This design comes from an exercise in tuning for small area on the open sky130 flow, not from production work. In this exercise RTL edits were held to simulation tests only and were not proved equivalent to the original. Power figures rest on the tool's default switching activity, not on a simulated workload. The flow treats the clock pin as an ideal source, which a real chip does not have.

==> flow/design.v <==
module router_fifo(clk,resetn,read_enb,write_enb,hdr_load,data_in,data_out,full,empty,soft_reset);
input clk,resetn,read_enb,write_enb,hdr_load;
input [7:0]data_in;
output reg [7:0]data_out;
output full,empty;
output soft_reset;
reg [7:0]mem[15:0];
reg [4:0]last;
reg cnt_zero;      
reg [5:0]cnt;      
reg hdr;           
reg [4:0]timer;    
integer i;
assign empty = last[4];
assign full  = (last == 5'd15);
wire rd = read_enb && !empty;
wire wr = write_enb && !full;
wire [7:0] m1[7:0], m2[3:0], m3[1:0];
genvar g;
generate
	for(g=0;g<8;g=g+1) begin : l1
		assign m1[g] = last[0] ? mem[2*g+1] : mem[2*g];
	end
	for(g=0;g<4;g=g+1) begin : l2
		assign m2[g] = last[1] ? m1[2*g+1] : m1[2*g];
	end
	for(g=0;g<2;g=g+1) begin : l3
		assign m3[g] = last[2] ? m2[2*g+1] : m2[2*g];
	end
endgenerate
wire [7:0] head = last[3] ? m3[1] : m3[0];
assign soft_reset = (timer == 5'b10000);
always@(posedge clk)
	if(!resetn || empty || read_enb)
		timer <= 5'b00000;
	else if(soft_reset)
		timer <= 5'b00001;
	else
		timer <= {timer[3:0], ~(timer[4] ^ timer[2])};
always@(posedge clk)
	if(wr) begin
		mem[0] <= data_in;
		for(i=1;i<16;i=i+1)
			mem[i] <= mem[i-1];
	end
always@(posedge clk)
	if(!resetn || soft_reset) begin
		last <= 5'h1f;
		cnt_zero <= 1'b1;
		data_out <= 8'd0;
	end else begin
		if(wr && !rd)
			last <= last + 5'd1;
		else if(rd && !wr)
			last <= last - 5'd1;
		if(rd)
			cnt_zero <= !hdr && (cnt_zero || cnt == 6'd0);
		if(cnt_zero && data_out != 8'd0)
			data_out <= 8'd0;
		else if(rd)
			data_out <= head;
	end
always@(posedge clk)
	if(rd)
		cnt <= hdr ? head[7:2] : cnt - 6'd1;
always@(posedge clk)
	if(!resetn)
		hdr <= 1'b0;
	else if(hdr_load)
		hdr <= 1'b1;
	else if(soft_reset || rd)
		hdr <= 1'b0;
endmodule
module router_fsm(clk,resetn,pkt_valid,data_in,empty,full,soft_rst,write_en,hdr_load,busy,err,d_out);
input clk,resetn,pkt_valid;
input [7:0]data_in;
input [2:0]empty,full,soft_rst;
output [2:0]write_en;
output [2:0]hdr_load;
output busy;
output reg err;
output reg [7:0]d_out;
localparam Decode_address=3'b000,
		  Load_first_data=3'b001,
		  Load_data=3'b010,
		  Fifo_full_state=3'b011,
		  Load_after_full=3'b100,
		  Load_parity=3'b101,
		  Check_parity_error=3'b110,
		  Wait_till_empty=3'b111;
reg [2:0]state,next_state;
reg [1:0]addr;
reg [7:0]full_byte;      
reg [7:0]parity_diff;    
reg parity_done,low_pkt_valid;
wire da  = (state==Decode_address);
wire lfd = (state==Load_first_data);
wire ld  = (state==Load_data);
wire laf = (state==Load_after_full);
wire cpe = (state==Check_parity_error);
wire [2:0] din_dec = {data_in[1:0]==2'd2, data_in[1:0]==2'd1, data_in[1:0]==2'd0};
wire [2:0] addr_dec = {addr==2'd2, addr==2'd1, addr==2'd0};
wire fifo_full = |(full & addr_dec);
wire sr_hit = |(soft_rst & din_dec);
assign hdr_load = lfd ? addr_dec : 3'b000;
assign write_en = (ld || laf || state==Load_parity) ? addr_dec : 3'b000;
assign busy = !(da || ld);
always@(*) begin
	next_state = state;
	case(state)
	Decode_address:
		if(pkt_valid && |din_dec)
			next_state = |(empty & din_dec) ? Load_first_data : Wait_till_empty;
	Load_first_data: next_state = Load_data;
	Load_data:
		if(fifo_full) next_state = Fifo_full_state;
		else if(!pkt_valid) next_state = Load_parity;
	Fifo_full_state:
		if(!fifo_full) next_state = Load_after_full;
	Load_after_full:
		if(parity_done) next_state = Decode_address;
		else if(low_pkt_valid) next_state = Load_parity;
		else next_state = Load_data;
	Load_parity: next_state = Check_parity_error;
	Check_parity_error:
		next_state = fifo_full ? Fifo_full_state : Decode_address;
	Wait_till_empty:
		if(|(empty & addr_dec)) next_state = Load_first_data;
	endcase
end
always@(posedge clk)
	if(!resetn || sr_hit)
		state <= Decode_address;
	else
		state <= next_state;
always@(posedge clk)
	if(da)
		addr <= data_in[1:0];
always@(posedge clk)
	if(da || (ld && !fifo_full))
		d_out <= data_in;
	else if(laf)
		d_out <= full_byte;
always@(posedge clk)
	if(ld)
		full_byte <= data_in;
wire take_parity = (ld && !pkt_valid && !fifo_full) || (laf && low_pkt_valid && !parity_done);
always@(posedge clk)
	if(cpe && !pkt_valid)
		parity_diff <= 8'd0;
	else if(lfd)
		parity_diff <= d_out;
	else if((ld && pkt_valid) || take_parity)
		parity_diff <= parity_diff ^ data_in;
always@(posedge clk)
	if(!resetn)
		parity_done <= 1'b0;
	else if(take_parity)
		parity_done <= 1'b1;
	else if(da)
		parity_done <= 1'b0;
always@(posedge clk)
	if(!resetn || cpe)
		low_pkt_valid <= 1'b0;
	else if(!pkt_valid && ld)
		low_pkt_valid <= 1'b1;
always@(posedge clk)
	if(!resetn)
		err <= 1'b0;
	else
		err <= parity_done && (parity_diff != 8'd0);
endmodule
module router_top(
input clk,resetn,read_enb_0,read_enb_1,read_enb_2,pkt_valid,
input [7:0]data_in,
output valid_out_0,valid_out_1,valid_out_2,error,busy,
output [7:0]data_out_0,data_out_1,data_out_2
);
wire [2:0] empty, full, soft_rst, write_en;
wire [7:0] data;
wire [2:0] hdr_load;
router_fsm fsm1(.clk(clk), .resetn(resetn), .pkt_valid(pkt_valid), .data_in(data_in),
  .empty(empty), .full(full), .soft_rst(soft_rst), .write_en(write_en),
  .hdr_load(hdr_load), .busy(busy), .err(error), .d_out(data));
router_fifo fifo1(.clk(clk), .resetn(resetn), .read_enb(read_enb_0), .write_enb(write_en[0]),
  .hdr_load(hdr_load[0]), .data_in(data), .data_out(data_out_0),
  .full(full[0]), .empty(empty[0]), .soft_reset(soft_rst[0]));
router_fifo fifo2(.clk(clk), .resetn(resetn), .read_enb(read_enb_1), .write_enb(write_en[1]),
  .hdr_load(hdr_load[1]), .data_in(data), .data_out(data_out_1),
  .full(full[1]), .empty(empty[1]), .soft_reset(soft_rst[1]));
router_fifo fifo3(.clk(clk), .resetn(resetn), .read_enb(read_enb_2), .write_enb(write_en[2]),
  .hdr_load(hdr_load[2]), .data_in(data), .data_out(data_out_2),
  .full(full[2]), .empty(empty[2]), .soft_reset(soft_rst[2]));
assign valid_out_0 = ~empty[0];
assign valid_out_1 = ~empty[1];
assign valid_out_2 = ~empty[2];
endmodule
clock: 5.0 ns
lec_check: 0
cap_margin: 20
core_margin: 2
core_utilization: 40
cts_buf_list: sky130_fd_sc_hd__clkbuf_16
cts_cluster_diameter: 80
cts_cluster_size: 25
slew_margin: 20
run.sh (not shown) runs the stock make flow with config.mk's settings and CLKGATE_MAP_FILE= SYNTH_SCRIPT=/design/flow/synth_recipe.tcl, a recipe that flattens the netlist after the stock synthesis.
The baseline finished clean.
Change:
==> flow/flow/run.sh (new file) <==
#!/bin/bash
# Standard ORFS layout with two changes: the port buffers use the smallest
# buffer, and clock tree synthesis inserts no dummy loads.
set -euo pipefail
export BUFFER_PORTS_ARGS="-buffer_cell sky130_fd_sc_hd__buf_1"
export CTS_ARGS="-sink_clustering_enable -repair_clock_nets -sink_clustering_size 32 -sink_clustering_max_diameter 100 -buf_list sky130_fd_sc_hd__clkbuf_16 -dont_use_dummy_load"
bash standard.sh > standard.log 2>&1
==> flow/standard.sh (new file) <==
#!/bin/bash
# synth_recipe.tcl (not shown) runs the flow's synth.tcl, then flattens the netlist and writes it again
# the make line also repeats each setting of config.mk as NAME=value (left out here)
make -C /OpenROAD-flow-scripts/flow DESIGN_CONFIG=/design/flow/config.mk WORK_HOME=/design/flow/orfs CLKGATE_MAP_FILE= SYNTH_SCRIPT=/design/flow/synth_recipe.tcl "${@:-finish}"
--- a/flow/config.mk
+++ b/flow/config.mk
@@ -10,5 +10,5 @@
 export CORE_UTILIZATION = 40
 export CTS_BUF_LIST = sky130_fd_sc_hd__clkbuf_16
-export CTS_CLUSTER_DIAMETER = 80
-export CTS_CLUSTER_SIZE = 25
+export CTS_CLUSTER_DIAMETER = 100
+export CTS_CLUSTER_SIZE = 32
 export SLEW_MARGIN = 20
removed: flow/run.sh
After rerunning: Via count is lower by about 1.6%. Non-clock buffer count is higher by 1. Clock power is lower by 24%. Final cell count is lower by 1.6%. Utilization is lower by 1.3 points. Fmax is lower by 1.4%.
Change:
==> flow/run.sh (new file) <==
#!/bin/bash
# synth_recipe.tcl (not shown) runs the flow's synth.tcl, then flattens the netlist and writes it again
# the make line also repeats each setting of config.mk as NAME=value (left out here)
make -C /OpenROAD-flow-scripts/flow DESIGN_CONFIG=/design/flow/config.mk WORK_HOME=/design/flow/orfs CLKGATE_MAP_FILE= SYNTH_SCRIPT=/design/flow/synth_recipe.tcl finish
removed: flow/flow/run.sh
removed: flow/standard.sh
What happened: The changed run passed the timing, design-rule and antenna checks; wire length drops by 0.66%; clock skew drops by 0.051 ns; global-route usage drops by 0.20 points; hold slack improved by 0.073 ns; critical path depth stays the same.

* * *

Another version of the RTL of router_top (not shown whole).
Size: roughly 490 flip-flops.
Settings: LEC_CHECK=0, CAP_MARGIN=10, CORE_MARGIN=2, CORE_UTILIZATION=60, CTS_BUF_LIST=sky130_fd_sc_hd__clkbuf_16, CTS_CLUSTER_DIAMETER=100, CTS_CLUSTER_SIZE=32, SLEW_MARGIN=10; clock period 5.0 ns.
standard.sh (not shown) runs the stock make flow with config.mk's settings and CLKGATE_MAP_FILE= SYNTH_SCRIPT=/design/flow/synth_recipe.tcl, a recipe that flattens the netlist after the stock synthesis.
==> flow/flow/run.sh <==
#!/bin/bash
# The standard ORFS layout with three changes:
#  - synthesis maps logic with an area-oriented ABC script (flow/area.abc);
#  - the port buffers are the smallest buffer, buf_1;
#  - floorplan removes synthesis buffers instead of repairing timing on
#    wire-load estimates;
#  - clock tree synthesis clusters up to 32 sinks and inserts no dummy loads.
set -euo pipefail
HERE=$(pwd)
export OWN_ABC_SCRIPT="$HERE/flow/area.abc"
export BUFFER_PORTS_ARGS="-buffer_cell sky130_fd_sc_hd__buf_1"
export REMOVE_ABC_BUFFERS=1
export CTS_ARGS="-sink_clustering_enable -repair_clock_nets -sink_clustering_size 40 -sink_clustering_max_diameter 60 -buf_list sky130_fd_sc_hd__clkbuf_16 -dont_use_dummy_load"
cat flow/synth_head.tcl synth_recipe.tcl > own_synth.tcl
sed "s|SYNTH_SCRIPT=[^ ]*|SYNTH_SCRIPT=$HERE/own_synth.tcl|" standard.sh > own_standard.sh
grep -q "SYNTH_SCRIPT=$HERE/own_synth.tcl" own_standard.sh
bash own_standard.sh > standard.log 2>&1
==> flow/flow/area.abc <==
strash
dch -f
amap -m -F 4 -A 8
==> flow/flow/synth_head.tcl <==
# Prepended to synth_recipe.tcl: the technology mapping uses flow/area.abc
# (area-oriented mapping) in place of ORFS's speed script. Nothing else in
# the synthesis changes.
proc abc {args} {
  set i [lsearch -exact $args -script]
  if { $i >= 0 } { lset args [expr {$i + 1}] $::env(OWN_ABC_SCRIPT) }
  yosys abc {*}$args
}
The first run ran to the end with no violations.
Rerun with:
--- a/flow/flow/run.sh
+++ b/flow/flow/run.sh
@@ -13 +13 @@
-export CTS_ARGS="-sink_clustering_enable -repair_clock_nets -sink_clustering_size 40 -sink_clustering_max_diameter 60 -buf_list sky130_fd_sc_hd__clkbuf_16 -dont_use_dummy_load"
+export CTS_ARGS="-sink_clustering_enable -repair_clock_nets -sink_clustering_size 32 -sink_clustering_max_diameter 100 -buf_list sky130_fd_sc_hd__clkbuf_16 -dont_use_dummy_load"
- register-to-register slack improves by 0.02 ns
- clock skew goes up by 0.0095 ns
- routed wire length goes down by 1.4%
- setup slack improves by 0.023 ns
- cell count goes down by 0.98%
- combinational power is about the same
Rerun with:
--- a/flow/flow/run.sh
+++ b/flow/flow/run.sh
@@ -2 +2 @@
-# The standard ORFS layout with three changes:
+# The standard ORFS layout with these changes:
Settings changed: CAP_MARGIN 10 to 0, CORE_UTILIZATION 60 to 70, SLEW_MARGIN 10 to 0.
The changed run went through all stages and came out clean.
Power drops by 0.37%.
Design area drops by 0.63%.
Global-route usage climbs by 3.3 points.
Final cell count drops by 3.9%.
Utilization climbs by 11 points.
Clock-buffer cell count stays the same.
Combinational power drops by about 2%.
Clock skew drops by 0.0091 ns.
Non-clock buffer count drops by 6.
Routed wire length drops by 2.0%.
Rerun with:
Settings changed: CAP_MARGIN 0 to 10, CORE_UTILIZATION 70 to 60, GPL_ROUTABILITY_DRIVEN from default to 0, GPL_TIMING_DRIVEN from default to 0, SLEW_MARGIN 0 to 10.
Effect: The changed run finished clean. Worst hold slack gets worse by 0.012 ns. Routed wire length grows by 3.2%. Combinational power grows by about 2%. Global-route usage shrinks by 3.0 points. Design area grows by 2.2%. Clock skew is about the same. Area after synthesis does not change. Register-to-register slack gets worse by 0.85 ns. Setup slack gets worse by 0.85 ns. Die area grows by 16%. Utilization shrinks by 9.6 points.
Rerun with:
--- a/flow/flow/run.sh
+++ b/flow/flow/run.sh
@@ -2 +2 @@
-# The standard ORFS layout with these changes:
+# The standard ORFS layout with three changes:
@@ -13 +13 @@
-export CTS_ARGS="-sink_clustering_enable -repair_clock_nets -sink_clustering_size 32 -sink_clustering_max_diameter 100 -buf_list sky130_fd_sc_hd__clkbuf_16 -dont_use_dummy_load"
+export CTS_ARGS="-sink_clustering_enable -repair_clock_nets -sink_clustering_size 20 -sink_clustering_max_diameter 60 -buf_list sky130_fd_sc_hd__clkbuf_8 -dont_use_dummy_load"
Settings changed: GPL_ROUTABILITY_DRIVEN 0 to default, GPL_TIMING_DRIVEN 0 to default.
Outcome:
- wire length rose by about 0.43%
- critical path depth went down by 8
- setup slack gets better by 0.95 ns
- design area shrinks by 1.4%
- total power is about the same
- global-route usage hardly moves
- utilization drops by 0.94 points
- area after synthesis stays the same
Rerun with:
--- a/flow/flow/run.sh
+++ b/flow/flow/run.sh
@@ -2 +2 @@
-# The standard ORFS layout with three changes:
+# The standard ORFS layout with these changes:
@@ -13 +13 @@
-export CTS_ARGS="-sink_clustering_enable -repair_clock_nets -sink_clustering_size 20 -sink_clustering_max_diameter 60 -buf_list sky130_fd_sc_hd__clkbuf_8 -dont_use_dummy_load"
+export CTS_ARGS="-sink_clustering_enable -repair_clock_nets -sink_clustering_size 32 -sink_clustering_max_diameter 100 -buf_list sky130_fd_sc_hd__clkbuf_16 -dont_use_dummy_load"
The new run passed the timing, design-rule and antenna checks.
Die area is unchanged.
Final cell count is lower slightly.
Core utilization is about the same.

[what the ideal ports hide]
The flow's constraints put no driver on any port. The routed layouts listed below were extracted and timed again, unchanged, in two steps. Step 1 (the two cells are an assumption about what drives the block):
set clk [get_ports {clk}]
set_driving_cell -lib_cell sky130_fd_sc_hd__clkbuf_16 $clk
set_driving_cell -lib_cell sky130_fd_sc_hd__buf_2 [delete_from_list [all_inputs] $clk]
Step 2 adds t to the input delays and takes it off the output delays; t is the mean of the earliest and latest rising clock arrival at the registers after step 1. Input paths then give back, and output paths get back, about the clock's delay inside the block. a / b / c = no drivers / after step 1 / after step 2; a / b = the first two.
run	t (ns)	slack for setup (ns)	worst setup path after step 2	cell pins on the clock port's net
the first run of note 1	0.628	1.378 / 1.378 / 1.378	register to register	1
the second run of note 1	0.577	1.325 / 1.325 / 1.325	register to register	1
the third run of note 1	0.589	1.364 / 1.364 / 1.364	register to register	1
the first run of note 2	0.574	1.361 / 1.361 / 1.361	register to register	1
the second run of note 2	0.573	1.384 / 1.384 / 1.384	register to register	1
the third run of note 2	0.571	1.263 / 1.263 / 1.263	register to register	1
the fourth run of note 2	0.576	0.410 / 0.410 / 0.410	register to register	1
the fifth run of note 2	0.593	1.364 / 1.364 / 1.364	register to register	1
the sixth run of note 2	0.573	1.384 / 1.384 / 1.384	register to register	1
After both steps every run listed still meets setup and hold.
